From an optimization exercise on the open Yosys and OpenROAD flow, aimed at small area and a short achievable clock period; shortcuts taken in it are not production practice. In this exercise RTL edits were held to simulation tests only and were not proved equivalent to the original. Power and IR drop assume default switching activity.

==> flow/design.v (outline; a module is shown in full before it is edited, if it fits) <==
// module ram: 46 lines
// module ram_aoi3: 6 lines
// module top: 949 lines
// module rst_gate: 6 lines
module top(rst,clk,acc,rom_addr,rom_data,ram_we,ram_waddr,ram_wdata);
  // ...
==> flow/flow/run.sh <==
#!/bin/bash
# The standard layout, with timing repair aiming past the clock period so that
# the resizer works on the paths that set the achieved period.
set -euo pipefail
export SETUP_SLACK_MARGIN=11
export TNS_END_PERCENT=100
bash standard.sh > flow_standard.log 2>&1
==> flow/standard.sh <==
#!/bin/bash
# synth_recipe.tcl (not shown) runs the flow's synth.tcl, then flattens the netlist and writes it again
# the make line also repeats each setting of config.mk as NAME=value (left out here)
make -C /OpenROAD-flow-scripts/flow DESIGN_CONFIG=/design/flow/config.mk WORK_HOME=/design/flow/orfs CLKGATE_MAP_FILE= SYNTH_SCRIPT=/design/flow/synth_recipe.tcl "${@:-finish}"
==> flow/config.mk <==
export PLATFORM = sky130hd
export DESIGN_NAME = top
export DESIGN_NICKNAME = top
export VERILOG_FILES = /design/flow/design.v
export SDC_FILE = /design/flow/constraint.sdc
export NUM_CORES = 4
export LEC_CHECK = 0
export CAP_MARGIN = 45
export CORE_MARGIN = 2
export CORE_UTILIZATION = 45
export CTS_CLUSTER_DIAMETER = 100
export CTS_CLUSTER_SIZE = 22
export PLACE_DENSITY = 0.6
export SLEW_MARGIN = 45
export SYNTH_HIERARCHICAL = 1
==> flow/constraint.sdc <==
create_clock -name core_clock -period 20.0 [get_ports {clk}]
set_input_delay 4.0000 -clock core_clock [delete_from_list [all_inputs] [get_ports {clk}]]
set_output_delay 4.0000 -clock core_clock [all_outputs]
set_load 0.01 [all_outputs]
==> run summary, run 1 <==
Outcome
The flow ran to the end and the layout has no timing, DRC or antenna violations.

Finish
The number of antenna diodes in the final layout is 6. In the layout the commonest cells are sky130_fd_sc_hd__edfxtp_1 (2006), sky130_fd_sc_hd__nor2_1 (879), sky130_fd_sc_hd__a222oi_1 (690). The finished layout holds about 11000 standard cells, fillers aside. The area of combinational cells with multiple inputs is roughly 36000 µm².

In the final design database the tool counted around 8400 nets.

Routing
The routed metal-1 wirelength is between 100 and 150 mm. The DRC violations left is 0. After detailed routing, the met3 layer carries 36.3 mm of wire.

Synth
The synthesized netlist contains about 120 unique library cells. The Yosys step of the flow raised between 50 and 60 warnings. The number of enable-type register cells in the synthesized netlist is 2006.

Hold path
The start point of the worst min-delay path is ctrl1_r[5].

Clocking
The H-tree depth is 3. The count of buffers added by post-CTS timing repair for setup is 36. The buffer type at the clock tree root is sky130_fd_sc_hd__clkbuf_16. The clock transition at the registers of the reported paths is about 80 ps.

Floorplan
Pin placement for this block handled between 60 and 70 I/O pins. The number of cell rows is between 150 and 200. Once the floorplan was initialized, standard cells occupied a little under half of the core. The floorplan step set the die width to about 500 µm. After floorplanning, the core was sized to cover approximately 230000 µm².

Power
Net switching is between 20% and 30% of the power. The power of the combinational group is ~1.2 mW. The power attributed to sequential cells is between 5 and 6 mW. The heaviest power group is sequential cells.

Placed design
The setup slack after placement is 9260 ps. The estimated wirelength of the detail-placed design is roughly 240 mm.

Timing
For the pin with the worst max-slew slack, the measured transition is 953 ps. Between clock sinks in the finished design, the worst skew comes to 76.1 ps. The final count of hold timing violations is 0.

The worst hold margin is between 400 and 500 ps.

Worst setup path
The kind of critical path is input pin to output port. In this run the worst setup path begins at rst. The worst setup path is launched from an input pin. Setup slack on the worst reg-to-reg path comes out at approximately 11000 ps.

Global route
met2 is the most crowded layer.
==> module top, before the edit <==
module top(rst,clk,acc,rom_addr,rom_data,ram_we,ram_waddr,ram_wdata);
output [7:0] acc;
input rst,clk;
output [15:0] rom_addr;
input [23:0] rom_data;
output ram_we;
output [7:0] ram_waddr;
output [7:0] ram_wdata;
reg [10:0] brf;
reg [20:0] opf;
reg [7:0] Rs, Rd;
reg [17:0] f_source0;
reg [16:0] f_dest0;
reg [5:0] f_ctrl1;
reg [1:0] f_op_len;
reg [17:0] source1;
reg [16:0] dest1;
wire [7:0] addr8;
wire [15:0] addr16;
reg  rom_read;
reg  i_ram_read;
reg  e_ram_read;
wire  hazard;
reg [7:0] add_src, add_dst;
reg [7:0] operand;
reg  bv_nr;
reg  bt_nr;
wire  nop_alu;
reg [7:0] data;
reg [7:0] ACC;
reg [7:0] B;
reg [7:0] PSW;
wire [15:0] SP;
wire [15:0] DPTR;
reg [7:0] SPH, DPL, DPH;
reg [7:0] sfrv;
wire [7:0] div_q, div_r;
wire [7:0] da_res;
reg [7:0] m;
reg [7:0] wd;
reg [7:0] A_C, B_C, PSW_C, DPL_C, DPH_C, SPH_C, dd_C;
reg [7:0] dd_branch;
reg c_branch;
wire [7:0] iram_read_data;
reg  R0_valid;
reg  R1_valid;
wire  R_invalid;
reg [7:0] R0;
reg [7:0] R1;
reg [1:0] bank;
reg [1:0] state, next_state, prev_state;
wire [17:0] source0;
reg [17:0] source2,source3,source4;
wire [16:0] dest0;
reg [16:0] dest2,dest3,dest4;
wire [5:0] ctrl1;
reg [5:0] ctrl2,ctrl3;
reg nop2, nop3, nop4;
wire [1:0] op_len;
wire [7:0] f0 = rst ? 8'h00 : rom_data[7:0];
wire [7:0] f1 = rst ? 8'h00 : rom_data[15:8];
wire [7:0] f2 = rst ? 8'h00 : rom_data[23:16];
reg [7:0] ins1, ins2;
reg [17:0] source0_r;
reg [16:0] dest0_r;
reg [5:0] ctrl1_r;
reg [1:0] op_len_r;
reg nop_dec, is_short, is_condbr, is_rjmp, is_ljmp;
always@(posedge clk) begin
  ins1 <= f1; ins2 <= f2;
  source0_r <= f_source0; dest0_r <= f_dest0; ctrl1_r <= f_ctrl1; op_len_r <= f_op_len;
  nop_dec   <= (f0 == 8'h00) || (f0 == 8'b0000_0010);
  is_short  <= (f0 == 8'b0100_0000) || (f0 == 8'b0101_0000) || (f0 == 8'b0110_0000) || (f0 == 8'b0111_0000) || (f0[7:3] == 5'b11011);
  is_condbr <= (f0 == 8'b0001_0000) || (f0 == 8'b0010_0000) || (f0 == 8'b0011_0000) || (f0[7:3] == 5'b10111) ||
               (f0[7:1] == 7'b1011011) || (f0 == 8'b1011_0101) || (f0 == 8'b1011_0100) || (f0 == 8'b1101_0101) ||
               (f0[7:3] == 5'b11011) || (f0 == 8'b0100_0000) || (f0 == 8'b0101_0000) || (f0 == 8'b0110_0000) || (f0 == 8'b0111_0000);
  is_rjmp   <= (f0 == 8'b1000_0000) || (f0 == 8'b0111_0011);
  is_ljmp   <= (f0 == 8'b0000_0010);
end
assign source0 = source0_r;
assign dest0 = dest0_r;
assign ctrl1 = ctrl1_r;
assign op_len = op_len_r;
reg rst_seq;
always@(posedge clk) rst_seq <= rst;
wire bv = bv_nr & ~rst;
wire bt = bt_nr & ~rst;
wire flush = bv & bt;
reg dwait;
wire stall_dec    = dwait ? ~bv    : (~hazard & is_condbr);
wire stall_dec_nr = dwait ? ~bv_nr : (~hazard & is_condbr);
always@(posedge clk)
  if (rst) dwait <= 1'b0;
  else if (dwait) dwait <= ~bv;
  else dwait <= ~hazard & is_condbr;
reg stall_dec_delay;
always@(posedge clk) stall_dec_delay <= stall_dec;
wire stall_addr    = hazard & ~(stall_dec    | stall_dec_delay);
wire stall_addr_nr = hazard & ~(stall_dec_nr | stall_dec_delay);
wire stall    = stall_addr    | stall_dec;
wire stall_nr = stall_addr_nr | stall_dec_nr;
reg [15:0] PC;
wire [15:0] pc_t1 = PC + {{8{ins1[7]}}, ins1} + 16'd2;
wire [15:0] pc_t2 = PC + {{8{ins2[7]}}, ins2} + 16'd3;
wire [15:0] pc_t4 = PC + {14'b0, op_len};
wire pc_inc_nr = ~stall_nr & ~rst_seq;
wire taken_nr = bv_nr & bt_nr;
wire [15:0] pc_jmp = is_rjmp ? pc_t1 : is_ljmp ? {ins1, ins2} : pc_t4;
wire [15:0] pc_tkn = is_short ? pc_t1 : pc_t2;
wire pc_go = is_rjmp | is_ljmp | pc_inc_nr;
wire [15:0] pc_nr = taken_nr ? pc_tkn : pc_go ? pc_jmp : PC;
rst_gate #(16) rom_addr_gate(rst, pc_nr, rom_addr);
always@(posedge clk) PC <= rom_addr;
wire nop_add = rst || flush || nop_dec;
always@(posedge clk) begin
  if (rst || flush || nop_dec || stall_addr || stall_dec_delay) nop2 <= 1'b1;
  else nop2 <= 1'b0;
  if (rst || flush) nop3 <= 1'b1;
  else nop3 <= nop2;
  if (rst || nop_alu) nop4 <= 1'b1;
  else nop4 <= nop3;
  if (rst)              begin source2 <= 18'b0; dest2 <= 17'b0; end
  else if (!stall_addr) begin source2 <= source1; dest2 <= dest1; end
  if (rst) begin source3 <= 18'b0; dest3 <= 17'b0; end
  else     begin source3 <= source2; dest3 <= dest2; end
  if (rst) begin source4 <= 18'b0; dest4 <= 17'b0; end
  else     begin source4 <= source3; dest4 <= dest3; end
  if (!stall_addr) ctrl2 <= ctrl1;
  ctrl3 <= ctrl2;
end
assign acc = ACC;
wire wb_dst_ram = dest4[16] && !dest4[15] && dest4[14];
wire ram_write = !rst && !nop4 && wb_dst_ram;
wire [7:0] ram_write_addr = (!rst && wb_dst_ram) ? dest4[7:0] : 8'b0;
wire [7:0] ram_write_data = (source4[17] && !source4[16] && source4[15]) ? source4[7:0] : data;
rst_gate #(1) ram_we_gate(rst, !nop4 && wb_dst_ram, ram_we);
rst_gate #(8) ram_waddr_gate(rst, wb_dst_ram ? dest4[7:0] : 8'b0, ram_waddr);
assign ram_wdata = ram_write_data;
always@(*)
begin
        casex (f0)
          8'bxxx1_0001  : f_op_len = 2'h2;
          8'bxxx0_0001   : f_op_len = 2'h2;
          8'b1011_1xxx : f_op_len = 2'h3;
          8'b1101_1xxx : f_op_len = 2'h2;
          8'b1010_1xxx : f_op_len = 2'h2;
          8'b0111_1xxx : f_op_len = 2'h2;
          8'b1000_1xxx : f_op_len = 2'h2;
          8'b1011_011x : f_op_len = 2'h3;
          8'b1000_011x : f_op_len = 2'h2;
          8'b1010_011x : f_op_len = 2'h2;
          8'b0111_011x : f_op_len = 2'h2;
          8'b0010_0101  : f_op_len = 2'h2;
          8'b0010_0100  : f_op_len = 2'h2;
          8'b0011_0101 : f_op_len = 2'h2;
          8'b0011_0100 : f_op_len = 2'h2;
          8'b0101_0101  : f_op_len = 2'h2;
          8'b0101_0100  : f_op_len = 2'h2;
          8'b0101_0010 : f_op_len = 2'h2;
          8'b0101_0011 : f_op_len = 2'h3;
          8'b1000_0010  : f_op_len = 2'h2;
          8'b1011_0000 : f_op_len = 2'h2;
          8'b1011_0101 : f_op_len = 2'h3;
          8'b1011_0100 : f_op_len = 2'h3;
          8'b1100_0010  : f_op_len = 2'h2;
          8'b1011_0010  : f_op_len = 2'h2;
          8'b0001_0101  : f_op_len = 2'h2;
          8'b1101_0101 : f_op_len = 2'h3;
          8'b0000_0101  : f_op_len = 2'h2;
          8'b0010_0000     : f_op_len = 2'h3;
          8'b0001_0000    : f_op_len = 2'h3;
          8'b0100_0000     : f_op_len = 2'h2;
          8'b0011_0000    : f_op_len = 2'h3;
          8'b0101_0000    : f_op_len = 2'h2;
          8'b0111_0000    : f_op_len = 2'h2;
          8'b0110_0000     : f_op_len = 2'h2;
          8'b0001_0010  : f_op_len = 2'h3;
          8'b0000_0010   : f_op_len = 2'h3;
          8'b1110_0101  : f_op_len = 2'h2;
          8'b0111_0100  : f_op_len = 2'h2;
          8'b1111_0101 : f_op_len = 2'h2;
          8'b1000_0101 : f_op_len = 2'h3;
          8'b0111_0101 : f_op_len = 2'h3;
          8'b1010_0010 : f_op_len = 2'h2;
          8'b1001_0010 : f_op_len = 2'h2;
          8'b1001_0000 : f_op_len = 2'h3;
          8'b0100_0101  : f_op_len = 2'h2;
          8'b0100_0100  : f_op_len = 2'h2;
          8'b0100_0010 : f_op_len = 2'h2;
          8'b0100_0011 : f_op_len = 2'h3;
          8'b0111_0010  : f_op_len = 2'h2;
          8'b1010_0000 : f_op_len = 2'h2;
          8'b1101_0000    : f_op_len = 2'h2;
          8'b1100_0000   : f_op_len = 2'h2;
          8'b1101_0010 : f_op_len = 2'h2;
          8'b1000_0000   : f_op_len = 2'h2;
          8'b1001_0101 : f_op_len = 2'h2;
          8'b1001_0100 : f_op_len = 2'h2;
          8'b1100_0101  : f_op_len = 2'h2;
          8'b0110_0101  : f_op_len = 2'h2;
          8'b0110_0100  : f_op_len = 2'h2;
          8'b0110_0010 : f_op_len = 2'h2;
          8'b0110_0011 : f_op_len = 2'h3;
          default : f_op_len = 2'h1;
        endcase
end
always@(*) begin
casex(f0)
	8'b0010_0100	  : f_ctrl1 = 6'b0;
	8'b0010_0101	  : f_ctrl1 = 6'b0;
	8'b0010_011x	  : f_ctrl1 = 6'b0;
	8'b0010_1xxx	  : f_ctrl1 = 6'b0;
	8'b0011_0100	  : f_ctrl1 = 6'b1;
	8'b0011_0101	  : f_ctrl1 = 6'b1;
	8'b0011_011x	  : f_ctrl1 = 6'b1;
	8'b0011_1xxx	  : f_ctrl1 = 6'b1;
	8'b1001_0100	  : f_ctrl1 = 6'b10;
	8'b1001_0101	  : f_ctrl1 = 6'b10;
	8'b1001_011x	  : f_ctrl1 = 6'b10;
	8'b1001_1xxx	  : f_ctrl1 = 6'b10;
	8'b0000_0100	  : f_ctrl1 = 6'b11;
	8'b0000_0101	  : f_ctrl1 = 6'b11;
	8'b0000_1xxx	  : f_ctrl1 = 6'b11;
	8'b0000_011x	  : f_ctrl1 = 6'b11;
	8'b0001_0100	  : f_ctrl1 = 6'b100;
	8'b0001_0101	  : f_ctrl1 = 6'b100;
	8'b0001_1xxx	  : f_ctrl1 = 6'b100;
	8'b0001_011x	  : f_ctrl1 = 6'b100;
	8'b1010_0100 	  : f_ctrl1 = 6'b101;
	8'b1000_0100	  : f_ctrl1 = 6'b110;
	8'b1101_0100 	  : f_ctrl1 = 6'b111;
	8'b0101_0100	  : f_ctrl1 = 6'b10000;
	8'b0101_0101	  : f_ctrl1 = 6'b10000;
	8'b0101_011x	  : f_ctrl1 = 6'b10000;
	8'b0101_1xxx	  : f_ctrl1 = 6'b10000;
	8'b0101_0100	  : f_ctrl1 = 6'b10100;
	8'b0101_0010	  : f_ctrl1 = 6'b10100;
	8'b0100_0100	  : f_ctrl1 = 6'b10001;
	8'b0100_0101	  : f_ctrl1 = 6'b10001;
	8'b0100_011x	  : f_ctrl1 = 6'b10001;
	8'b0100_1xxx	  : f_ctrl1 = 6'b10001;
	8'b0100_0100	  : f_ctrl1 = 6'b10101;
	8'b0100_0010	  : f_ctrl1 = 6'b10101;
	8'b0110_0100	  : f_ctrl1 = 6'b10010;
	8'b0110_0101	  : f_ctrl1 = 6'b10010;
	8'b0110_011x	  : f_ctrl1 = 6'b10010;
	8'b0110_1xxx	  : f_ctrl1 = 6'b10010;
	8'b0110_0010	  : f_ctrl1 = 6'b10110;
	8'b1110_0100	  : f_ctrl1 = 6'b10011;
	8'b1111_0100 	  : f_ctrl1 = 6'b10111;
	8'b0000_0011 	  : f_ctrl1 = 6'b01001;
	8'b0010_0011 	  : f_ctrl1 = 6'b01010;
	8'b0001_0011 	  : f_ctrl1 = 6'b01101;
	8'b0011_0011 	  : f_ctrl1 = 6'b01110;
	8'b1110_1xxx	  : f_ctrl1 = 6'b01000;
	8'b1110_0101	  : f_ctrl1 = 6'b01000;
	8'b1110_011x	  : f_ctrl1 = 6'b01000;
	8'b0111_0100	  : f_ctrl1 = 6'b01000;
	8'b1111_1xxx	  : f_ctrl1 = 6'b01000;
	8'b1010_1xxx	  : f_ctrl1 = 6'b01000;
	8'b0111_1xxx	  : f_ctrl1 = 6'b01000;
	8'b1111_0101	  : f_ctrl1 = 6'b01000;
	8'b1000_1xxx	  : f_ctrl1 = 6'b01000;
	8'b1000_0101	  : f_ctrl1 = 6'b01000;
	8'b1000_011x	  : f_ctrl1 = 6'b01000;
	8'b0111_0101	  : f_ctrl1 = 6'b01000;
	8'b1111_011x	  : f_ctrl1 = 6'b01000;
	8'b1010_011x	  : f_ctrl1 = 6'b01000;
	8'b0111_011x	  : f_ctrl1 = 6'b01000;
	8'b1110_011x	  : f_ctrl1 = 6'b01000;
	8'b1111_011x	  : f_ctrl1 = 6'b01000;
	8'b1100_1xxx	  : f_ctrl1 = 6'b01011;
	8'b1100_0101	  : f_ctrl1 = 6'b01011;
	8'b1100_011x	  : f_ctrl1 = 6'b01011;
	8'b1100_0101	  : f_ctrl1 = 6'b01011;
  	8'b1100_0100     : f_ctrl1 = 6'b01111;
  	8'b1100_0010    : f_ctrl1 = 6'b11000;
  	8'b1100_0011    : f_ctrl1 = 6'b11000;
  	8'b1101_0011   : f_ctrl1 = 6'b11001; 
  	8'b1101_0010   : f_ctrl1 = 6'b11001; 
  	8'b1011_0010    : f_ctrl1 = 6'b11010; 
  	8'b1011_0011    : f_ctrl1 = 6'b11010; 
  	8'b1000_0010    : f_ctrl1 = 6'b11011;
  	8'b1011_0000   : f_ctrl1 = 6'b11100;
  	8'b0111_0010    : f_ctrl1 = 6'b11101;
  	8'b1010_0000   : f_ctrl1 = 6'b11110;
  	8'b1010_0010   : f_ctrl1 = 6'b11111;
  	8'b1001_0010   : f_ctrl1 = 6'b11111;
  	8'bxxx1_0001    : f_ctrl1 = 6'b100000;
  	8'b0001_0010    : f_ctrl1 = 6'b100001;
  	8'b0010_0010      : f_ctrl1 = 6'b100010;
  	8'bxxx0_0001     : f_ctrl1 = 6'b100011;
  	8'b0000_0010     : f_ctrl1 = 6'b100100;
  	8'b1000_0000     : f_ctrl1 = 6'b100101;
  	8'b0111_0011    : f_ctrl1 = 6'b100110;
  	8'b1011_0100   : f_ctrl1 = 6'b110000;
  	8'b1011_1xxx   : f_ctrl1 = 6'b110001;
  	8'b1011_011x   : f_ctrl1 = 6'b110010;
  	8'b1011_0101   : f_ctrl1 = 6'b100111;
  	8'b1101_1xxx   : f_ctrl1 = 6'b101000;
  	8'b1101_0101   : f_ctrl1 = 6'b101000;
  	8'b0110_0000       : f_ctrl1 = 6'b101001;
  	8'b0111_0000      : f_ctrl1 = 6'b101010;
  	8'b0100_0000       : f_ctrl1 = 6'b101011;
  	8'b0101_0000      : f_ctrl1 = 6'b101100;
  	8'b0010_0000       : f_ctrl1 = 6'b101101;
  	8'b0011_0000      : f_ctrl1 = 6'b101110;
  	8'b0001_0000      : f_ctrl1 = 6'b101111;
  	default   : f_ctrl1 = 6'b111111;
endcase
end
always@(*) begin
casex(f0)
  	8'b1011_011x   	: f_dest0 = {9'b0,f1};
  	8'b1011_0100   	: f_dest0 = {9'b0,f1};
	8'b1101_0101		: f_dest0 = {3'b101,6'b0,f1};
	8'b1101_1xxx		: f_dest0 = {3'b101,2'b10,9'b0,f0[2:0]};
	8'b0000_0011			: f_dest0 = {2'b11,7'b1,8'b0};
	8'b0001_0011		: f_dest0 = {2'b11,7'b1,8'b0};
	8'b0010_0011			: f_dest0 = {2'b11,7'b1,8'b0};
	8'b0011_0011		: f_dest0 = {2'b11,7'b1,8'b0};
	8'b1100_0100		: f_dest0 = {2'b11,7'b1,8'b0};	
	8'b1101_0100			: f_dest0 = {2'b11,7'b1,8'b0};
	8'b1110_0100		: f_dest0 = {2'b11,7'b1,8'b0};	
	8'b1111_0100		: f_dest0 = {2'b11,7'b1,8'b0};	
	8'b0000_0100		: f_dest0 = {2'b11,7'b1,8'b0};	
	8'b0001_0100		: f_dest0 = {2'b11,7'b1,8'b0};	
	8'b0010_0100		: f_dest0 = {2'b11,7'b1,8'b0};	
	8'b0011_0100		: f_dest0 = {2'b11,7'b1,8'b0};	
	8'b0100_0100		: f_dest0 = {2'b11,7'b1,8'b0};	
	8'b0101_0100		: f_dest0 = {2'b11,7'b1,8'b0};	
	8'b0110_0100		: f_dest0 = {2'b11,7'b1,8'b0};	
	8'b0111_0100		: f_dest0 = {2'b11,7'b1,8'b0};	
	8'b1001_0100		: f_dest0 = {2'b11,7'b1,8'b0};	
	8'b0010_0101		: f_dest0 = {2'b11,7'b1,8'b0};	
	8'b0011_0101		: f_dest0 = {2'b11,7'b1,8'b0};	
	8'b0100_0101		: f_dest0 = {2'b11,7'b1,8'b0};	
	8'b0101_0101		: f_dest0 = {2'b11,7'b1,8'b0};	
	8'b0110_0101		: f_dest0 = {2'b11,7'b1,8'b0};	
	8'b1001_0101		: f_dest0 = {2'b11,7'b1,8'b0};	
	8'b1110_0101		: f_dest0 = {2'b11,7'b1,8'b0};	
	8'b0010_011x		: f_dest0 = {2'b11,7'b1,8'b0};	
	8'b0011_011x		: f_dest0 = {2'b11,7'b1,8'b0};	
	8'b0100_011x		: f_dest0 = {2'b11,7'b1,8'b0};	
	8'b0101_011x		: f_dest0 = {2'b11,7'b1,8'b0};	
	8'b0110_011x		: f_dest0 = {2'b11,7'b1,8'b0};	
	8'b1001_011x		: f_dest0 = {2'b11,7'b1,8'b0};	
	8'b1110_011x		: f_dest0 = {2'b11,7'b1,8'b0};	
	8'b0010_1xxx		: f_dest0 = {2'b11,7'b1,8'b0};	
	8'b0011_1xxx		: f_dest0 = {2'b11,7'b1,8'b0};	
	8'b0100_1xxx		: f_dest0 = {2'b11,7'b1,8'b0};	
	8'b0101_1xxx		: f_dest0 = {2'b11,7'b1,8'b0};	
	8'b0110_1xxx		: f_dest0 = {2'b11,7'b1,8'b0};	
	8'b1001_1xxx		: f_dest0 = {2'b11,7'b1,8'b0};	
	8'b1110_1xxx		: f_dest0 = {2'b11,7'b1,8'b0};	
	8'b0000_0101		: f_dest0 = {3'b101,6'b0,f1};
	8'b0001_0101		: f_dest0 = {3'b101,6'b0,f1};
	8'b0111_0101		: f_dest0 = {3'b101,6'b0,f1};
	8'b1000_0101		: f_dest0 = {3'b101,6'b0,f1};
	8'b1111_0101		: f_dest0 = {3'b101,6'b0,f1};
	8'b1000_011x		: f_dest0 = {3'b101,6'b0,f1};
	8'b1000_1xxx		: f_dest0 = {3'b101,6'b0,f1};
	8'b0111_011x		: f_dest0 = {3'b101,2'b01,11'b0,f0[0]};
	8'b1111_011x		: f_dest0 = {3'b101,2'b01,11'b0,f0[0]};
	8'b1010_011x		: f_dest0 = {3'b101,2'b01,11'b0,f0[0]};
	8'b1100_0101		: f_dest0 = {3'b101,6'b1,f1};
	8'b1000_0100		: f_dest0 = {2'b11,7'b1,3'b0,2'b1,3'b0};
	8'b1010_0100		: f_dest0 = {2'b11,7'b1,3'b0,2'b1,3'b0};
	8'b1100_011x		: f_dest0 = {3'b101,2'b01,4'b1,7'b0,f0[0]};
	8'b1101_011x		: f_dest0 = {3'b101,2'b01,4'b1,7'b0,f0[0]};
	8'b0000_1xxx		: f_dest0 = {3'b101,2'b10,9'b0,f0[2:0]};
	8'b0001_1xxx		: f_dest0 = {3'b101,2'b10,9'b0,f0[2:0]};
	8'b0111_1xxx		: f_dest0 = {3'b101,2'b10,9'b0,f0[2:0]};
	8'b1010_1xxx		: f_dest0 = {3'b101,2'b10,9'b0,f0[2:0]};
	8'b1111_1xxx		: f_dest0 = {3'b101,2'b10,9'b0,f0[2:0]};
	8'b1100_1xxx		: f_dest0 = {3'b101,2'b10,4'b1,5'b0,f0[2:0]};
	8'b0111_0010		: f_dest0 = {3'b110,6'b0,3'd7,2'b11,3'b0};
	8'b1000_0010		: f_dest0 = {3'b110,6'b0,3'd7,2'b11,3'b0};
	8'b1010_0010		: f_dest0 = {3'b110,6'b0,3'd7,2'b11,3'b0};
	8'b1010_0000		: f_dest0 = {3'b110,6'b0,3'd7,2'b11,3'b0};
	8'b1011_0000		: f_dest0 = {3'b110,6'b0,3'd7,2'b11,3'b0};
	8'b1011_0011		: f_dest0 = {3'b110,6'b0,3'd7,2'b11,3'b0};
	8'b1100_0011		: f_dest0 = {3'b110,6'b0,3'd7,2'b11,3'b0};
	8'b1101_0011		: f_dest0 = {3'b110,6'b0,3'd7,2'b11,3'b0};
	8'b1011_0010		: f_dest0 = {3'b101,2'b11,4'b0,f1};
	8'b1100_0010		: f_dest0 = {3'b101,2'b11,4'b0,f1};
	8'b1101_0010		: f_dest0 = {3'b101,2'b11,4'b0,f1};
	8'b1001_0010		: f_dest0 = {3'b101,2'b11,4'b0,f1};
	8'b0000_011x		: f_dest0 = {3'b100,2'b01,11'b0,f0[0]};		
	8'b0001_011x		: f_dest0 = {3'b100,2'b01,11'b0,f0[0]};		
	8'b0100_0010		: f_dest0 = {3'b101,6'b0,f1};
	8'b0101_0010		: f_dest0 = {3'b101,6'b0,f1};
	8'b0110_0010		: f_dest0 = {3'b101,6'b0,f1};
	default		: f_dest0 = 17'b0;
endcase
casex(f0)
	8'b1011_0100		: f_source0 = {3'b101,7'b0,f1};			
	8'b1011_0101		: f_source0 = {3'b100,7'b0,f1};			
	8'b1011_011x		: f_source0 = {3'b100,2'b01,12'b0,f0[0]};		
	8'b1011_1xxx		: f_source0 = {3'b100,2'b10,10'b0,f0[2:0]};		
	8'b1101_0101		: f_source0 = {3'b100,7'b0,f1};			
	8'b1101_1xxx		: f_source0 = {3'b100,2'b10,10'b0,f0[2:0]};		
	8'b1100_0100   	: f_source0 = {3'b101,15'b0};
	8'b1101_0100     	: f_source0 = {3'b101,15'b0};
	8'b1110_0100  	: f_source0 = {3'b101,15'b0};
	8'b1111_0100  	: f_source0 = {3'b101,15'b0};
	8'b0000_0011     	: f_source0 = {3'b101,15'b0};
	8'b0001_0011    	: f_source0 = {3'b101,15'b0};
	8'b0010_0011     	: f_source0 = {3'b101,15'b0};
	8'b0011_0011    	: f_source0 = {3'b101,15'b0};
	8'b0000_0100  	: f_source0 = {3'b110,2'b0,2'b10,11'b0};
	8'b0001_0100  	: f_source0 = {3'b110,2'b0,2'b10,11'b0};
	8'b1000_0100    	: f_source0 = {3'b110,2'b0,2'b10,11'b0};
	8'b1010_0100    	: f_source0 = {3'b110,2'b0,2'b10,11'b0};
	8'b1111_0101 	: f_source0 = {3'b110,2'b0,2'b10,11'b0};
	8'b1111_011x 	: f_source0 = {3'b110,2'b0,2'b10,11'b0};
	8'b1111_1xxx 	: f_source0 = {3'b110,2'b0,2'b10,11'b0};
	8'b0010_0100		: f_source0 = {3'b101,7'b0,f1};			
	8'b0011_0100		: f_source0 = {3'b101,7'b0,f1};		
	8'b0100_0100		: f_source0 = {3'b101,7'b0,f1};		
	8'b0101_0100		: f_source0 = {3'b101,7'b0,f1};		
	8'b0110_0100		: f_source0 = {3'b101,7'b0,f1};		
	8'b0111_0100		: f_source0 = {3'b101,7'b0,f1};		
	8'b1001_0100		: f_source0 = {3'b101,7'b0,f1};		
	8'b0111_0101		: f_source0 = {3'b101,7'b0,f2};	
	8'b0111_011x		: f_source0 = {3'b101,7'b0,f1};	
	8'b0111_1xxx		: f_source0 = {3'b101,7'b0,f1};	
	8'b0000_0101		: f_source0 = {3'b100,7'b0,f1};		
	8'b0001_0101		: f_source0 = {3'b100,7'b0,f1};		
	8'b0010_0101		: f_source0 = {3'b100,7'b0,f1};			
	8'b0011_0101		: f_source0 = {3'b100,7'b0,f1};		
	8'b0100_0101		: f_source0 = {3'b100,7'b0,f1};			
	8'b0101_0101		: f_source0 = {3'b100,7'b0,f1};			
	8'b0110_0101		: f_source0 = {3'b100,7'b0,f1};			
	8'b1001_0101		: f_source0 = {3'b100,7'b0,f1};		
	8'b1110_0101		: f_source0 = {3'b100,7'b0,f1};			
	8'b1100_0101		: f_source0 = {3'b100,7'b0,f1};		
	8'b1000_0101		: f_source0 = {3'b100,7'b0,f1};		
	8'b1010_011x		: f_source0 = {3'b100,7'b0,f1};		
	8'b1010_1xxx		: f_source0 = {3'b100,7'b0,f1};	
	8'b0100_0010		: f_source0 = {3'b100,7'b0,f1};
	8'b0101_0010		: f_source0 = {3'b100,7'b0,f1};
	8'b0110_0010		: f_source0 = {3'b100,7'b0,f1};
	8'b0000_011x		: f_source0 = {3'b100,2'b01,12'b0,f0[0]};		
	8'b0001_011x		: f_source0 = {3'b100,2'b01,12'b0,f0[0]};		
	8'b0010_011x		: f_source0 = {3'b100,2'b01,12'b0,f0[0]};			
	8'b0011_011x		: f_source0 = {3'b100,2'b01,12'b0,f0[0]};			
	8'b0100_011x		: f_source0 = {3'b100,2'b01,12'b0,f0[0]};			
	8'b0101_011x		: f_source0 = {3'b100,2'b01,12'b0,f0[0]};			
	8'b0110_011x		: f_source0 = {3'b100,2'b01,12'b0,f0[0]};			
	8'b1001_011x		: f_source0 = {3'b100,2'b01,12'b0,f0[0]};			
	8'b1110_011x		: f_source0 = {3'b100,2'b01,12'b0,f0[0]};			
	8'b1000_011x		: f_source0 = {3'b100,2'b01,12'b0,f0[0]};		
	8'b1100_011x		: f_source0 = {3'b100,2'b01,12'b0,f0[0]};		
	8'b1101_011x		: f_source0 = {3'b100,2'b01,12'b0,f0[0]};		
	8'b0000_1xxx		: f_source0 = {3'b100,2'b10,10'b0,f0[2:0]};		
	8'b0001_1xxx		: f_source0 = {3'b100,2'b10,10'b0,f0[2:0]};		
	8'b0010_1xxx		: f_source0 = {3'b100,2'b10,10'b0,f0[2:0]};			
	8'b0011_1xxx		: f_source0 = {3'b100,2'b10,10'b0,f0[2:0]};			
	8'b0100_1xxx		: f_source0 = {3'b100,2'b10,10'b0,f0[2:0]};			
	8'b0101_1xxx		: f_source0 = {3'b100,2'b10,10'b0,f0[2:0]};			
	8'b0110_1xxx		: f_source0 = {3'b100,2'b10,10'b0,f0[2:0]};			
	8'b1001_1xxx		: f_source0 = {3'b100,2'b10,10'b0,f0[2:0]};			
	8'b1110_1xxx		: f_source0 = {3'b100,2'b10,10'b0,f0[2:0]};			
	8'b1000_1xxx		: f_source0 = {3'b100,2'b10,10'b0,f0[2:0]};		
	8'b1100_1xxx		: f_source0 = {3'b100,2'b10,10'b0,f0[2:0]};		
	8'b0111_0010		: f_source0 = {3'b100,2'b11,2'b0,f1[2:0],f1};		
	8'b1000_0010		: f_source0 = {3'b100,2'b11,2'b0,f1[2:0],f1};		
	8'b1010_0010		: f_source0 = {3'b100,2'b11,2'b0,f1[2:0],f1};		
	8'b1010_0000		: f_source0 = {3'b100,2'b11,2'b0,f1[2:0],f1};		
	8'b1011_0000		: f_source0 = {3'b100,2'b11,2'b0,f1[2:0],f1};		
	8'b1011_0010		: f_source0 = {3'b100,2'b11,2'b0,f1[2:0],f1};		
	8'b1100_0010		: f_source0 = {3'b100,2'b11,2'b0,f1[2:0],f1};		
	8'b1101_0010		: f_source0 = {3'b100,2'b11,2'b0,f1[2:0],f1};		
	8'b0010_0000			: f_source0 = {3'b100,2'b11,2'b0,f1[2:0],f1};		
	8'b0011_0000		: f_source0 = {3'b100,2'b11,2'b0,f1[2:0],f1};		
	8'b0001_0000		: f_source0 = {3'b100,2'b11,2'b0,f1[2:0],f1};		
	8'b1011_0011	  	: f_source0 = {3'b110,2'b0,2'b11,3'b0,8'd7};			
	8'b1100_0011    	: f_source0 = {3'b110,2'b0,2'b11,3'b0,8'd7};						
	8'b1101_0011   	: f_source0 = {3'b110,2'b0,2'b11,3'b0,8'd7};			
	8'b1001_0010   	: f_source0 = {3'b110,2'b0,2'b11,3'b0,8'd7};					  
	default 	: f_source0 = 18'b0;
endcase
end
always@(*) begin
  if (source0[17] && !source0[16] && !source0[15]) begin
    case (source0[14:13])
      2'b00   : add_src = source0[7:0];
      2'b01   : add_src = Rs;
      2'b10   : add_src = {3'b0,PSW[4:3],source0[2:0]};
      2'b11   : add_src = source0[7] ? {source0[7:3],3'b0} : {2'b0,1'b1,source0[7:3]};
      default : add_src = 8'b0;
    endcase
    if( source0[14:13] != 2'b11 ) 
      case (add_src)
        8'h82 : source1 = {5'b11100,2'b0,3'd2,add_src};   
        8'h83 : source1 = {5'b11100,2'b0,3'd3,add_src};   
        8'h81 : source1 = {5'b11100,2'b0,3'd7,add_src};   
        8'hF0 : source1 = {5'b11100,2'd1,3'b0,add_src};  
        8'hE0 : source1 = {5'b11100,2'd2,3'b0,add_src};  
        8'hD0 : source1 = {5'b11100,2'd3,3'b0,add_src};  
        default : source1 = {10'b1000000000,add_src};
      endcase
    else
      case (add_src)
        8'h82 : source1 = {5'b11100,2'b0,3'd2,source0[7:0]};   
        8'h83 : source1 = {5'b11100,2'b0,3'd3,source0[7:0]};   
        8'h81 : source1 = {5'b11100,2'b0,3'd7,source0[7:0]};   
        8'hF0 : source1 = {5'b11100,2'd1,3'b0,source0[7:0]};  
        8'hE0 : source1 = {5'b11100,2'd2,3'b0,source0[7:0]};  
        8'hD0 : source1 = {5'b11100,2'd3,3'b0,source0[7:0]};  
        default : source1 = {7'b1000000,source0[2:0],add_src};
      endcase
  end
  else begin
    source1 = source0;
    add_src = 8'b0;
  end
end
always@(*) begin
  if (dest0[16] && !dest0[15]) begin
    case (dest0[13:12])
      2'b00   : add_dst = dest0[7:0];
      2'b01   : add_dst = Rd;
      2'b10   : add_dst = {3'b0,PSW[4:3],dest0[2:0]};
      2'b11   : add_dst = dest0[7] ? {dest0[7:3],3'b0} : {2'b0,1'b1,dest0[7:3]};
      default : add_dst = 8'b0;
    endcase
    case (add_dst)
      8'h82 : dest1 = {3'b110,4'b0,dest0[9:8],dest0[2:0],2'd0,3'd2};
      8'h83 : dest1 = {3'b110,4'b0,dest0[9:8],dest0[2:0],2'd0,3'd3};
      8'h81 : dest1 = {3'b110,4'b0,dest0[9:8],dest0[2:0],2'd0,3'd7};
      8'hF0 : dest1 = {3'b110,4'b0,dest0[9:8],dest0[2:0],2'd1,3'd0};
      8'hE0 : dest1 = {3'b110,4'b0,dest0[9:8],dest0[2:0],2'd2,3'd0};
      8'hD0 : dest1 = {3'b110,4'b0,dest0[9:8],dest0[2:0],2'd3,3'd0};
      default : begin
        if      (add_dst == {3'b0,PSW[4:3],3'b0})  dest1 = {5'b10100,2'b01,dest0[9:8],add_dst}; 
        else if (add_dst == {3'b0,PSW[4:3],3'b1})  dest1 = {5'b10100,2'b10,dest0[9:8],add_dst}; 
        else                                   dest1 = {5'b10100,2'b00,dest0[9:8],add_dst}; 
      end
    endcase
  end
  else begin
    dest1 = dest0;
    add_dst = 8'b0;
  end
end
assign addr16 = source1[15:0];
assign addr8 = (source1[14] && source1[13]) ? (source1[7] ? {source1[7:3],3'b0} : {2'b0,1'b1,source1[7:3]}) : source1[7:0];
always@(*) begin
rom_read = 1'b0;
i_ram_read = 1'b0;
e_ram_read = 1'b0;
if (rst || nop_add) begin
  rom_read = 1'b0;
  i_ram_read = 1'b0;
  e_ram_read = 1'b0;
end
else if (!source1[17])  
  	if (!source1[16]) e_ram_read = 1'b1;
  	else rom_read = 1'b1;
else 
	if (!source1[15] && !source1[16]) i_ram_read = 1'b1;
end
function [7:0] bitbyte;
  input [7:0] b;
  bitbyte = b[7] ? {b[7:3], 3'b0} : {2'b0, 1'b1, b[7:3]};
endfunction
function is_sfr_addr;
  input [7:0] a;
  is_sfr_addr = (a == 8'h81) || (a == 8'h82) || (a == 8'h83) || (a == 8'hD0) || (a == 8'hE0) || (a == 8'hF0);
endfunction
function [4:0] sfr_code;
  input [7:0] a;
  sfr_code = (a == 8'h82) ? {2'd0, 3'd2} : (a == 8'h83) ? {2'd0, 3'd3} : (a == 8'h81) ? {2'd0, 3'd7} :
             (a == 8'hF0) ? {2'd1, 3'd0} : (a == 8'hE0) ? {2'd2, 3'd0} : {2'd3, 3'd0};
endfunction
wire [7:0] hz_dir_n = f_source0[7:0];                        
wire [7:0] hz_bit_n = bitbyte(f_source0[7:0]);               
wire [7:0] hz_rs_n  = f_source0[0] ? R1_next : R0_next;      
wire [7:0] hz_rdr_n = f_dest0[0] ? R1_next : R0_next;        
wire [7:0] hz_rd_n  = is_sfr_addr(hz_rdr_n) ? {f_dest0[2:0], sfr_code(hz_rdr_n)} : hz_rdr_n;
wire [7:0] d2_next = stall_addr ? dest2[7:0] : dest1[7:0];
reg [2:0] eq_dir, eq_bit, eq_rs, eq_rd;    
reg [2:0] eq_rsn, eq_rdn;                  
reg eq_dir4;
always@(posedge clk) begin
  eq_dir <= {hz_dir_n == dest3[7:0], hz_dir_n == dest2[7:0], hz_dir_n == d2_next};
  eq_bit <= {hz_bit_n == dest3[7:0], hz_bit_n == dest2[7:0], hz_bit_n == d2_next};
  eq_rs  <= {hz_rs_n  == dest3[7:0], hz_rs_n  == dest2[7:0], hz_rs_n  == d2_next};
  eq_rd  <= {hz_rd_n  == dest3[7:0], hz_rd_n  == dest2[7:0], hz_rd_n  == d2_next};
  eq_rsn <= {dest3[7:5] == 3'b0 && dest3[2:0] == f_source0[2:0], dest2[7:5] == 3'b0 && dest2[2:0] == f_source0[2:0],
             d2_next[7:5] == 3'b0 && d2_next[2:0] == f_source0[2:0]};
  eq_rdn <= {dest3[7:5] == 3'b0 && dest3[2:0] == f_dest0[2:0], dest2[7:5] == 3'b0 && dest2[2:0] == f_dest0[2:0],
             d2_next[7:5] == 3'b0 && d2_next[2:0] == f_dest0[2:0]};
end
wire [2:0] hz_nop  = {nop4, nop3, nop2};
wire [16:0] dk0 = dest2, dk1 = dest3, dk2 = dest4;
wire [2:0] ramw   = ~hz_nop & {dk2[16] & ~dk2[15], dk1[16] & ~dk1[15], dk0[16] & ~dk0[15]};
wire [2:0] ramw14 = ramw & {dk2[14], dk1[14], dk0[14]};
wire [2:0] pswk   = ~hz_nop & {dk2[16] & dk2[15] & dk2[4] & dk2[3], dk1[16] & dk1[15] & dk1[4] & dk1[3], dk0[16] & dk0[15] & dk0[4] & dk0[3]};
wire [2:0] ri0    = ramw & {dk2[10], dk1[10], dk0[10]};
wire [2:0] ri1    = ramw & {dk2[11], dk1[11], dk0[11]};
wire [2:0] bankeq = {dk2[4:3] == PSW[4:3], dk1[4:3] == PSW[4:3], dk0[4:3] == PSW[4:3]};
wire s_dir = source0[17:13] == 5'b10000;
wire s_ind = source0[17:13] == 5'b10001;
wire s_reg = source0[17:13] == 5'b10010;
wire s_bit = source0[17:13] == 5'b10011;
wire d_ind = dest0[16:12] == 5'b10101;
wire d_reg = dest0[16:12] == 5'b10110;
wire s_sel = source0[0], d_sel = dest0[0];
wire hz_s = (s_dir & |(ramw14 & eq_dir)) |
            (s_bit & (|(ramw14[1:0] & eq_bit[1:0]) | (ramw14[2] & (eq_dir[2] | eq_bit[2])))) |
            (s_ind & (|pswk | |(s_sel ? ri1 : ri0) | (s_sel ? ~R1_valid : ~R0_valid) | R_invalid | |(ramw & eq_rs))) |
            (s_reg & (|pswk | |(ramw & eq_rsn & bankeq)));
wire hz_d = (d_ind & (|pswk | |(d_sel ? ri1 : ri0) | (d_sel ? ~R1_valid : ~R0_valid) | R_invalid | |(ramw & eq_rd))) |
            (d_reg & (|pswk | |(ramw & eq_rdn & bankeq)));
assign hazard = hz_s | hz_d;
always@(posedge clk)
  if (rst)
    operand <= 8'b0;
  else if (source2[17] && !source2[16] && !source2[15])
    operand <= iram_read_data;
  else if (source2[17] && !source2[16] && source2[15])
    operand <= source2[7:0];
  else if (source2[17] && source2[16] && source2[15])
    operand <= 8'b0;
	wire [17:0] src = source3;
	wire [16:0] des = dest3;
	wire [7:0] opnd = operand;
	assign SP = {SPH, 8'b0};
	assign DPTR = {DPH, DPL};
	wire c_in  = PSW[7];
	wire ac_in = PSW[6];
	assign nop_alu = (des[16:15] == 2'b11);
	wire s_sfr = src[17] & src[16];
	wire s_imm = src[17] & src[15];
	always @(*) begin
		case (src[12:8])
			5'b10000: sfrv = ACC;
			5'b01000: sfrv = B;
			5'b11000: sfrv = PSW;
			5'b00010: sfrv = DPL;
			5'b00011: sfrv = DPH;
			5'b00111: sfrv = SPH;
			default:  sfrv = 8'b0;
		endcase
	end
	wire [7:0] sv = s_sfr ? sfrv : s_imm ? src[7:0] : opnd;
	wire ts_a  = (src[12:11] == 2'b10);
	wire ts_b  = (src[12:11] == 2'b01);
	wire ts_p  = (src[12:11] == 2'b11);
	wire ts_lo = (src[12:11] == 2'b00);
	wire ts_dl = ts_lo & (src[10:8] == 3'b010);
	wire ts_dh = ts_lo & (src[10:8] == 3'b011);
	wire ts_sh = ts_lo & (src[10:8] == 3'b111);
	wire ts_pc = ts_lo & ((src[10:8] == 3'b100) | (src[10:8] == 3'b101) | (src[10:8] == 3'b110));
	wire [7:0] tsv = ts_a ? ACC : ts_b ? B : ts_p ? PSW : ts_dl ? DPL : ts_dh ? DPH : ts_sh ? SPH : ts_pc ? 8'b0 : ACC;
	wire d_sfr = des[16] & des[15];
	wire td_a  = (des[4:3] == 2'b10) | des[8];
	wire td_b  = ~td_a & (des[4:3] == 2'b01);
	wire td_p  = ~td_a & (des[4:3] == 2'b11);
	wire td_lo = ~td_a & (des[4:3] == 2'b00);
	wire td_dl = td_lo & (des[2:0] == 3'b010);
	wire td_dh = td_lo & (des[2:0] == 3'b011);
	wire td_sh = td_lo & (des[2:0] == 3'b111);
	wire [7:0] tdv = td_a ? ACC : td_b ? B : td_p ? PSW : td_dl ? DPL : td_dh ? DPH : td_sh ? SPH : 8'b0;
	wire d_is_c = (des[16:15] == 2'b11) && (des[4:3] == 2'b11) && (des[7:5] == 3'b111);
	wire v = ~nop3;
	wire [2:0] u = ctrl3[5:3];
	wire [2:0] o = ctrl3[2:0];
	function [20:0] opdec;
		input [5:0] c;
		reg [2:0] uu, oo;
		begin
			uu = c[5:3]; oo = c[2:0];
			opdec = 21'b0;
			opdec[0]  = (uu == 3'b000) & (oo == 3'd0 || oo == 3'd1 || oo == 3'd2);
			opdec[1]  = (uu == 3'b000) & (oo == 3'd3 || oo == 3'd4);
			opdec[2]  = (uu == 3'b000) & (oo == 3'd5);
			opdec[3]  = (uu == 3'b000) & (oo == 3'd6);
			opdec[4]  = (uu == 3'b000) & (oo == 3'd7);
			opdec[5]  = (uu == 3'b001) & (oo == 3'd0);
			opdec[6]  = (uu == 3'b001) & (oo == 3'd1);
			opdec[7]  = (uu == 3'b001) & (oo == 3'd2);
			opdec[8]  = (uu == 3'b001) & (oo == 3'd3);
			opdec[9]  = (uu == 3'b001) & (oo == 3'd5);
			opdec[10] = (uu == 3'b001) & (oo == 3'd6);
			opdec[11] = (uu == 3'b001) & (oo == 3'd7);
			opdec[12] = (uu == 3'b010) & (oo == 3'd0 || oo == 3'd1 || oo == 3'd2);
			opdec[13] = (uu == 3'b010) & (oo == 3'd4 || oo == 3'd5 || oo == 3'd6);
			opdec[14] = (uu == 3'b010) & (oo == 3'd3);
			opdec[15] = (uu == 3'b010) & (oo == 3'd7);
			opdec[16] = (uu == 3'b011) & (oo == 3'd0 || oo == 3'd1 || oo == 3'd2);
			opdec[17] = (uu == 3'b011) & (oo == 3'd3 || oo == 3'd4 || oo == 3'd5 || oo == 3'd6);
			opdec[18] = (uu == 3'b011) & (oo == 3'd7);
			opdec[19] = (c == 6'b101111) || (c == 6'b101000);
			opdec[20] = (c == 6'b100111) || (c == 6'b110000) || (c == 6'b110001) || (c == 6'b110010);
		end
	endfunction
	always@(posedge clk) opf <= opdec(ctrl2);
	wire op_addsub = v & opf[0];
	wire op_incdec = v & opf[1];
	wire op_mul    = v & opf[2];
	wire op_div    = v & opf[3];
	wire op_da     = v & opf[4];
	wire op_mov    = v & opf[5];
	wire op_rr     = v & opf[6];
	wire op_rl     = v & opf[7];
	wire op_xch    = v & opf[8];
	wire op_rrc    = v & opf[9];
	wire op_rlc    = v & opf[10];
	wire op_swapn  = v & opf[11];
	wire op_lga    = v & opf[12];
	wire op_lgd    = v & opf[13];
	wire op_clra   = v & opf[14];
	wire op_cpla   = v & opf[15];
	wire op_bmod   = v & opf[16];
	wire op_cbit   = v & opf[17];
	wire op_movb   = v & opf[18];
	wire sub = (o == 3'd2);
	wire cin = (o == 3'd0) ? sub : (sub ? ~c_in : c_in);
	wire [7:0] sv_x = sub ? ~sv : sv;
	wire [4:0] lo_sum = {1'b0, ACC[3:0]} + {1'b0, sv_x[3:0]} + {4'b0, cin};
	wire [4:0] hi_sum = {1'b0, ACC[7:4]} + {1'b0, sv_x[7:4]} + {4'b0, lo_sum[4]};
	wire [7:0] as_res = {hi_sum[3:0], lo_sum[3:0]};
	wire as_c  = hi_sum[4] ^ sub;
	wire as_ac = lo_sum[4] ^ sub;
	wire [7:0] id_in  = s_sfr ? tsv : opnd;
	wire [7:0] id_res = (o == 3'd3) ? id_in + 8'd1 : id_in - 8'd1;
	wire [15:0] mul_res = ACC * B;
	wire [9:0] div_b1 = {2'b0, B};
	wire [9:0] div_b2 = {1'b0, B, 1'b0};
	wire [9:0] div_b3 = div_b1 + div_b2;
	wire [1:0] div_p3 = ACC[7:6];
	wire [10:0] div_e3_1 = {9'b0, div_p3} - {1'b0, div_b1};
	wire [10:0] div_e3_2 = {9'b0, div_p3} - {1'b0, div_b2};
	wire [10:0] div_e3_3 = {9'b0, div_p3} - {1'b0, div_b3};
	wire [1:0] div_q3 = ~div_e3_3[10] ? 2'd3 : ~div_e3_2[10] ? 2'd2 : ~div_e3_1[10] ? 2'd1 : 2'd0;
	wire [1:0] div_r3 = ~div_e3_3[10] ? div_e3_3[1:0] : ~div_e3_2[10] ? div_e3_2[1:0] : ~div_e3_1[10] ? div_e3_1[1:0] : div_p3;
	wire [3:0] div_p2 = {div_r3, ACC[5:4]};
	wire [10:0] div_e2_1 = {7'b0, div_p2} - {1'b0, div_b1};
	wire [10:0] div_e2_2 = {7'b0, div_p2} - {1'b0, div_b2};
	wire [10:0] div_e2_3 = {7'b0, div_p2} - {1'b0, div_b3};
	wire [1:0] div_q2 = ~div_e2_3[10] ? 2'd3 : ~div_e2_2[10] ? 2'd2 : ~div_e2_1[10] ? 2'd1 : 2'd0;
	wire [3:0] div_r2 = ~div_e2_3[10] ? div_e2_3[3:0] : ~div_e2_2[10] ? div_e2_2[3:0] : ~div_e2_1[10] ? div_e2_1[3:0] : div_p2;
	wire [5:0] div_p1 = {div_r2, ACC[3:2]};
	wire [10:0] div_e1_1 = {5'b0, div_p1} - {1'b0, div_b1};
	wire [10:0] div_e1_2 = {5'b0, div_p1} - {1'b0, div_b2};
	wire [10:0] div_e1_3 = {5'b0, div_p1} - {1'b0, div_b3};
	wire [1:0] div_q1 = ~div_e1_3[10] ? 2'd3 : ~div_e1_2[10] ? 2'd2 : ~div_e1_1[10] ? 2'd1 : 2'd0;
	wire [5:0] div_r1 = ~div_e1_3[10] ? div_e1_3[5:0] : ~div_e1_2[10] ? div_e1_2[5:0] : ~div_e1_1[10] ? div_e1_1[5:0] : div_p1;
	wire [7:0] div_p0 = {div_r1, ACC[1:0]};
	wire [10:0] div_e0_1 = {3'b0, div_p0} - {1'b0, div_b1};
	wire [10:0] div_e0_2 = {3'b0, div_p0} - {1'b0, div_b2};
	wire [10:0] div_e0_3 = {3'b0, div_p0} - {1'b0, div_b3};
	wire [1:0] div_q0 = ~div_e0_3[10] ? 2'd3 : ~div_e0_2[10] ? 2'd2 : ~div_e0_1[10] ? 2'd1 : 2'd0;
	assign div_r = ~div_e0_3[10] ? div_e0_3[7:0] : ~div_e0_2[10] ? div_e0_2[7:0] : ~div_e0_1[10] ? div_e0_1[7:0] : div_p0;
	assign div_q = {div_q3, div_q2, div_q1, div_q0};
	wire b_nz = |B;
	assign da_res[3:0] = (ACC[3] & (ACC[2] | ACC[1]) & ac_in) ? (ACC[3:0] + 4'b0110) : ACC[3:0];
	assign da_res[7:4] = (ACC[7] & (ACC[6] | ACC[5]) & c_in) ? (ACC[7:4] + 4'b0110) : ACC[7:4];
	wire da_c = ACC[7] | (ACC[6] & (ACC[2] | ACC[3] | ACC[4]));
	function [7:0] lop;
		input [1:0] f;
		input [7:0] x, y;
		lop = (f == 2'b00) ? (x & y) : (f == 2'b01) ? (x | y) : (x ^ y);
	endfunction
	wire [7:0] lx = (src[17] & src[15]) ? src[7:0] : ACC;
	function [7:0] bmod;
		input [1:0] f;
		input [7:0] x;
		input [2:0] i;
		bmod = (f == 2'b00) ? (x & ~(8'b1 << i)) : (f == 2'b01) ? (x | (8'b1 << i)) : (x ^ (8'b1 << i));
	endfunction
	wire bitv = s_sfr ? sfrv[src[2:0]] : opnd[src[10:8]];
	wire [2:0] td_bit = td_dh ? 3'd3 : td_sh ? 3'd7 : des[7:5];
	wire we_s = s_sfr & (op_incdec | op_xch | op_bmod);
	wire [7:0] ws = op_incdec ? id_res : op_xch ? ACC : bmod(o[1:0], tsv, src[2:0]);
	wire we_d = d_sfr & (op_mov | op_lgd | (op_movb & ~d_is_c));
	always @(*) begin
		wd = tdv;
		if (op_mov) wd = sv;
		else if (op_lgd) wd = lop(o[1:0], tdv, lx);
		else wd[td_bit] = c_in;
	end
	always @(*) begin
		A_C = ACC;
		if (op_addsub)                 A_C = as_res;
		if (op_da)                     A_C = da_res;
		if (op_rr)                     A_C = {ACC[0], ACC[7:1]};
		if (op_rl)                     A_C = {ACC[6:0], ACC[7]};
		if (op_rrc)                    A_C = {c_in, ACC[7:1]};
		if (op_rlc)                    A_C = {ACC[6:0], c_in};
		if (op_swapn)                  A_C = {ACC[3:0], ACC[7:4]};
		if (op_xch)                    A_C = s_sfr ? tsv : opnd;
		if (op_lga)                    A_C = lop(o[1:0], ACC, sv);
		if (op_clra)                   A_C = 8'b0;
		if (op_cpla)                   A_C = ~ACC;
		if (we_s & ts_a & ~op_xch)     A_C = ws;
		if (we_d & td_a)               A_C = wd;
		if (op_mul)                    A_C = mul_res[7:0];
		if (op_div & b_nz)             A_C = div_q;
		B_C = B;
		if (we_s & ts_b)               B_C = ws;
		if (we_d & td_b)               B_C = wd;
		if (op_mul)                    B_C = mul_res[15:8];
		if (op_div & b_nz)             B_C = div_r;
		PSW_C = PSW;
		if (op_addsub)                 PSW_C = {as_c, as_ac, PSW[5:3], as_c ^ as_res[7], PSW[1:0]};
		if (op_mul)                    PSW_C = {1'b0, PSW[6:3], b_nz, PSW[1:0]};
		if (op_div)                    PSW_C = {1'b0, PSW[6:3], ~(&B), PSW[1:0]};
		if (op_da)                     PSW_C = {da_c, PSW[6:0]};
		if (op_rrc)                    PSW_C = {ACC[0], PSW[6:0]};
		if (op_rlc)                    PSW_C = {ACC[7], PSW[6:0]};
		if (we_s & ts_p & ~op_incdec)  PSW_C = ws;
		if (op_incdec)                 PSW_C = {1'b0, PSW[6:0]};
		if (we_d & td_p)               PSW_C = wd;
		if (op_cbit)                   PSW_C = {(o == 3'd3) ? (c_in & bitv) : (o == 3'd4) ? (c_in & ~bitv) :
		                                        (o == 3'd5) ? (c_in | bitv) : (c_in | ~bitv), PSW[6:0]};
		if (op_movb & d_is_c)          PSW_C = {(src[17:16] == 2'b11) ? sfrv[src[2:0]] : opnd[src[2:0]], PSW[6:0]};
		DPL_C = DPL;
		if (we_s & ts_dl)              DPL_C = ws;
		if (we_d & td_dl)              DPL_C = wd;
		DPH_C = DPH;
		if (we_s & ts_dh)              DPH_C = ws;
		if (we_d & td_dh)              DPH_C = wd;
		SPH_C = SPH;
		if (we_s & ts_sh)              SPH_C = ws;
		if (we_d & td_sh)              SPH_C = wd;
		dd_C = data;
		if (op_incdec & ~s_sfr)        dd_C = id_res;
		if (op_mov & ~d_sfr)           dd_C = sv;
		if (op_xch & ~s_sfr)           dd_C = ACC;
		if (op_lgd & ~d_sfr)           dd_C = lop(o[1:0], opnd, lx);
		if (op_bmod & ~s_sfr)          dd_C = bmod(o[1:0], opnd, src[10:8]);
		if (op_movb & ~d_is_c & ~d_sfr) begin dd_C = opnd; dd_C[src[2:0]] = c_in; end
	end
	wire [7:0] bval = (src[17:16] == 2'b11) ? sfrv : opnd;
	wire [7:0] dj = bval - 8'b1;
	wire [7:0] jbc_clr = s_sfr ? (sfrv & ~(8'b1 << src[2:0])) : (opnd & ~(8'b1 << src[10:8]));
	always@(posedge clk) begin
		brf[0]  <= ctrl2 == 6'b101001;
		brf[1]  <= ctrl2 == 6'b101010;
		brf[2]  <= ctrl2 == 6'b101011;
		brf[3]  <= ctrl2 == 6'b101100;
		brf[4]  <= ctrl2 == 6'b101101;
		brf[5]  <= ctrl2 == 6'b101110;
		brf[6]  <= ctrl2 == 6'b101111;
		brf[7]  <= (ctrl2 == 6'b100111) || (ctrl2 == 6'b110000) || (ctrl2 == 6'b110001) || (ctrl2 == 6'b110010);
		brf[8]  <= (ctrl2 == 6'b110001) || (ctrl2 == 6'b110010);
		brf[9]  <= ctrl2 == 6'b110000;
		brf[10] <= ctrl2 == 6'b101000;
	end
	wire ne_r = (opnd != des[7:0]);
	wire lt_r = (opnd < des[7:0]);
	wire ne_i = (ACC != src[7:0]);
	wire lt_i = (ACC < src[7:0]);
	wire ne_b = (ACC != bval);
	wire lt_b = (ACC < bval);
	wire cj_ne = brf[8] ? ne_r : brf[9] ? ne_i : ne_b;
	wire cj_lt = brf[8] ? lt_r : brf[9] ? lt_i : lt_b;
	wire acc_nz = |ACC;
	always @(*) begin
		bv_nr = v & (|brf[7:0] | brf[10]);
		bt_nr = v & ((brf[0] & ~acc_nz) | (brf[1] & acc_nz) | (brf[2] & c_in) | (brf[3] & ~c_in) |
		             ((brf[4] | brf[6]) & bitv) | (brf[5] & ~bitv) | (brf[7] & cj_ne) | (brf[10] & (bval != 8'h01)));
		dd_branch = 8'b0;
		if (v & brf[6] & bitv) dd_branch = jbc_clr;
		if (v & brf[10])       dd_branch = dj;
		c_branch = v ? (brf[7] & cj_ne & cj_lt) : PSW[7];
	end
	wire is_cjne = (ctrl3 == 6'b100111) || (ctrl3 == 6'b110000) ||
	               (ctrl3 == 6'b110001) || (ctrl3 == 6'b110010);
	always@(posedge clk)
		if (rst) begin
			data <= 8'b0;
			ACC <= 8'b0;
			B <= 8'b0;
			PSW <= 8'b0;
			DPL <= 8'b0;
			DPH <= 8'b0;
			SPH <= 8'b0;
		end
		else begin
			data <= opf[19] ? dd_branch : dd_C;
			ACC <= A_C;
			B <= B_C;
			PSW <= opf[20] ? {c_branch, PSW_C[6:0]} : PSW_C;
			DPL <= DPL_C;
			DPH <= DPH_C;
			SPH <= SPH_C;
		end
localparam INIT = 2'b00, FETCH_R0 = 2'b01, FETCH_R1 = 2'b10, VALID = 2'b11;
wire fetch = (state == FETCH_R0) || (state == FETCH_R1);
ram ram(clk,rst,i_ram_read,addr8,fetch,PSW[4:3],state[1],iram_read_data,ram_write,ram_write_addr,ram_write_data);
always@(posedge clk)
	if (rst) state <= INIT;
  else state <= next_state;
always@(posedge clk)
  if (rst) prev_state <= INIT;
  else prev_state <= state;
always@(*) begin
  next_state = state;
	case(state)
    INIT:
      next_state = FETCH_R0;
    FETCH_R0:
      if(R0_valid && R1_valid)  next_state = VALID;
      else if (R0_valid)        next_state = FETCH_R1;
      else if(!i_ram_read)            next_state = FETCH_R1;
    FETCH_R1:
      if(R0_valid && R1_valid)  next_state = VALID;
      else if (R1_valid)        next_state = FETCH_R0;
      else if(!i_ram_read)            next_state = VALID;
    VALID:
      if(!R0_valid)             next_state = FETCH_R0;
      else if (!R1_valid)       next_state = FETCH_R1;
  endcase
end
assign R_invalid = (bank != PSW[4:3]);
wire w_r0 = ram_write && (ram_write_addr == {3'b0,PSW[4:3],3'b0});
wire w_r1 = ram_write && (ram_write_addr == {3'b0,PSW[4:3],3'b1});
wire got_r0 = (prev_state == FETCH_R0) && (state != FETCH_R0);
wire got_r1 = (prev_state == FETCH_R1) && (state != FETCH_R1);
always@(posedge clk)
  if (rst) R0_valid <= 1'b0;
  else if (w_r0) R0_valid <= 1'b1;
  else if (got_r0) R0_valid <= 1'b1;
  else if (R_invalid) R0_valid <= 1'b0;
always@(posedge clk)
  if (rst) R1_valid <= 1'b0;
  else if (w_r1) R1_valid <= 1'b1;
  else if (got_r1) R1_valid <= 1'b1;
  else if (R_invalid) R1_valid <= 1'b0;
wire [7:0] R0_next = rst ? 8'b0 : got_r0 ? iram_read_data : w_r0 ? ram_write_data : R0;
wire [7:0] R1_next = rst ? 8'b0 : got_r1 ? iram_read_data : w_r1 ? ram_write_data : R1;
always@(posedge clk) begin
  R0 <= R0_next;
  R1 <= R1_next;
end
always@(posedge clk) begin
  Rs <= f_source0[0] ? R1_next : R0_next;
  Rd <= f_dest0[0] ? R1_next : R0_next;
end
always@(posedge clk)
	if (rst) bank <= 2'b0;
	else if (bank != PSW[4:3]) bank <= PSW[4:3];
endmodule
==> run 2: changes to the inputs <==
--- a/flow/design.v
+++ b/flow/design.v
@@ -60,2 +60,3 @@
 output [7:0] ram_wdata;
+reg [5:0] s3sel;
 reg [10:0] brf;
@@ -690,12 +691,9 @@
 	always @(*) begin
-		case (src[12:8])
-			5'b10000: sfrv = ACC;
-			5'b01000: sfrv = B;
-			5'b11000: sfrv = PSW;
-			5'b00010: sfrv = DPL;
-			5'b00011: sfrv = DPH;
-			5'b00111: sfrv = SPH;
-			default:  sfrv = 8'b0;
-		endcase
+		sfrv = ({8{s3sel[0]}} & ACC) | ({8{s3sel[1]}} & B) | ({8{s3sel[2]}} & PSW) |
+		       ({8{s3sel[3]}} & DPL) | ({8{s3sel[4]}} & DPH) | ({8{s3sel[5]}} & SPH);
 	end
+	always@(posedge clk)
+		if (rst) s3sel <= 6'b0;
+		else s3sel <= {source2[12:8] == 5'b00111, source2[12:8] == 5'b00011, source2[12:8] == 5'b00010,
+		               source2[12:8] == 5'b11000, source2[12:8] == 5'b01000, source2[12:8] == 5'b10000};
 	wire [7:0] sv = s_sfr ? sfrv : s_imm ? src[7:0] : opnd;
@@ -910,3 +908,5 @@
 	wire lt_i = (ACC < src[7:0]);
-	wire ne_b = (ACC != bval);
+	wire ne_sfr = (s3sel[1] & (ACC != B)) | (s3sel[2] & (ACC != PSW)) | (s3sel[3] & (ACC != DPL)) |
+	              (s3sel[4] & (ACC != DPH)) | (s3sel[5] & (ACC != SPH)) | (~(|s3sel) & (|ACC));
+	wire ne_b = s_sfr ? ne_sfr : (ACC != opnd);
 	wire lt_b = (ACC < bval);
==> flow/flow/run.sh (replaced) <==
#!/bin/bash
# The standard layout, with two changes: timing repair aims past the clock
# period, so that the resizer works on the paths that set the achieved period;
# and the port buffers are plain buffers (sky130_fd_sc_hd__buf_4) that the
# resizer may size, instead of the delay cells buffer_ports picks by itself.
set -euo pipefail
export SETUP_SLACK_MARGIN=11
export TNS_END_PERCENT=100
export BUFFER_PORTS_ARGS="-buffer_cell sky130_fd_sc_hd__buf_4"
bash standard.sh > flow_standard.log 2>&1
==> run summary, run 2 <==
Timing
The number of setup violations in the final report is 0 (unchanged). The maximum achievable frequency is 111 MHz (was 112 MHz). The final count of hold timing violations came to 0 (unchanged). The actual slew at the worst max-slew pin is 980 ps (was 953 ps). The largest clock skew in the final design is 69.1 ps (was 76.1 ps).

Placed design
The estimated wirelength of the detail-placed design came to 243 mm (was 241 mm). The placed cell count was 10900 (about the same).

Worst setup path
The worst setup path startpoint is rst (unchanged). The element type at the critical path start is an input pin (unchanged). The kind of critical path is input pin to output port (unchanged).

Synth
The most area-hungry cell type in the Yosys netlist is sky130_fd_sc_hd__edfxtp_1 (unchanged). The number of warning messages in the yosys log is 57 (unchanged). The number of different library cells in the post-synthesis netlist is 130 (was 119).

Routing
The DRC violations left came to 0 (unchanged). The average routed wire per standard cell was 32.3 µm (was 32.4 µm). The overall via count from detail_route is 74600 (was 74300). The total wirelength of the detailed-routed design is 360 mm (about the same).

Outcome
Run status: timing/DRC/antenna clean (unchanged).

Global route
The global-route total usage across every layer is 29.5% (about the same).

Clocking
The H-tree depth was 3 (unchanged). The buffer type at the clock tree root is sky130_fd_sc_hd__clkbuf_16 (unchanged). The clock transition at the registers of the reported paths was 90 ps (was 80 ps).

Finish
The area of combinational cells with multiple inputs is 36000 µm² (was 35700 µm²). The number of non-filler instances in the completed layout is 11100 (about the same). The number of flip-flops under the largest register name is 2000 (unchanged). The final-layout fill cell count is 20100 (was 19900).

The net count of the finished layout was 8430 (was 8435). Most frequent cells in the layout: sky130_fd_sc_hd__edfxtp_1 (2006), sky130_fd_sc_hd__nor2_1 (873), sky130_fd_sc_hd__a222oi_1 (689) (was sky130_fd_sc_hd__edfxtp_1 (2006), sky130_fd_sc_hd__nor2_1 (879), sky130_fd_sc_hd__a222oi_1 (690)).

Floorplan
The starting density of the core was 45.2% (was 45.4%). The I/O pin count is 67 (unchanged). The placeable core region is 232000 µm² (was 230000 µm²). The number of cell rows is 177 (was 176).

The chip width is 487 µm (was 486 µm).

Hold path
The start point of the worst min-delay path is ctrl1_r[0] (was ctrl1_r[5]).
run 2: worst paths after layout:
kind                         to  cells after the start  slack, ps
setup / recovery    rom_addr[2]                      3      11030
hold / removal         ctrl2[0]                      0        410
setup reg to reg  ram.r_data[2]                     19      11420
hold reg to reg        ctrl2[0]                      0        410
run 2: area by class of cell:
type                    instances  area share (%)
clock buffers                 154            2.79
well taps                    3043            3.35
repair buffers                299            2.19
flip-flops and latches       2342            58.9
inverters                     282           0.964
diodes                          3         0.00660
multi-input cells            4994            31.6
clock inverters                14           0.207
run 2: cell families (layout without fill, tap and decap cells):
| group | after synthesis | in the layout | synth area share [%] |
|---|---|---|---|
| other cells | 1 | 69 | 0.00357 |
| buf+inv | 759 | 749 | 3.03 |
| simple gates | 2334 | 2334 | 10.7 |
| xor+xnor | 254 | 254 | 2.12 |
| compound gates | 1807 | 1807 | 13.7 |
| mux | 168 | 168 | 2.00 |
| fa+ha+maj | 365 | 365 | 4.75 |
| flops | 2342 | 2342 | 63.8 |
run 2: what timing repair did:
item | in CTS | in global routing
pin swaps | 6 | 6
gates resized for setup | 47 | 46
cloned | 1 | 2
endpoints found under the setup margin | 26 | 22
setup buffers | 14 | 16
hold buffers | 0 | 0
run 2: per-stage QoR:
step / setup slack (ps) / power [mW] / hold slack (ps) / instance area [µm²] / utilization (%)
after detailed placement: 9330 / 6.68 / 392 / 109000 / 47.1
after floorplan: 11310 / 6.25 / 346 / 105000 / -
final: 11030 / 9.31 / 412 / 114000 / 49.0
after global routing: 11000 / 9.56 / 420 / 114000 / 49.0
after CTS: 11010 / 9.30 / 414 / 113000 / 48.7
after global placement: 9350 / 6.66 / 391 / 109000 / 46.8
run 2: modules after synthesis (local to each module, per instance), a selection:
module / area, µm² / cells inside / flops+latches
top: 32100 / 4147 / 334
ram_aoi3: 90.1 / 10 / 0
ram: 65000 / 2997 / 2008
run 2: report_power, final:
| part | total (mW) | leakage [nW] | switching, mW | internal (mW) |
|---|---|---|---|---|
| clock network | 2.68 | 1.65 | 1.55 | 1.13 |
| logic | 1.12 | 15.1 | 0.777 | 0.343 |
| registers | 5.50 | 22.3 | 0.0616 | 5.44 |
run 2: worst max-delay path, stage by stage:
cell                       delay [ps]
sky130_fd_sc_hd__clkbuf_8         470
sky130_fd_sc_hd__and2b_2          300
sky130_fd_sc_hd__buf_4            150
run 2: per-layer routing:
metal,wire length (µm),up-vias,track usage (%)
li1,-,31700,-
met4,15800,4,11.0
met2,163000,4575,46.0
met3,38100,714,4.78
met1,142000,37600,41.4
met5,23,-,0

Re-timed with assumed drivers on the ports (clkbuf_16 on the clock, buf_2 on other inputs), run 2 has 10.972 ns of setup slack against 11.029 ns with ideal ports, and 10.991 ns once port delays also move by the mid clock arrival of 0.904 ns.
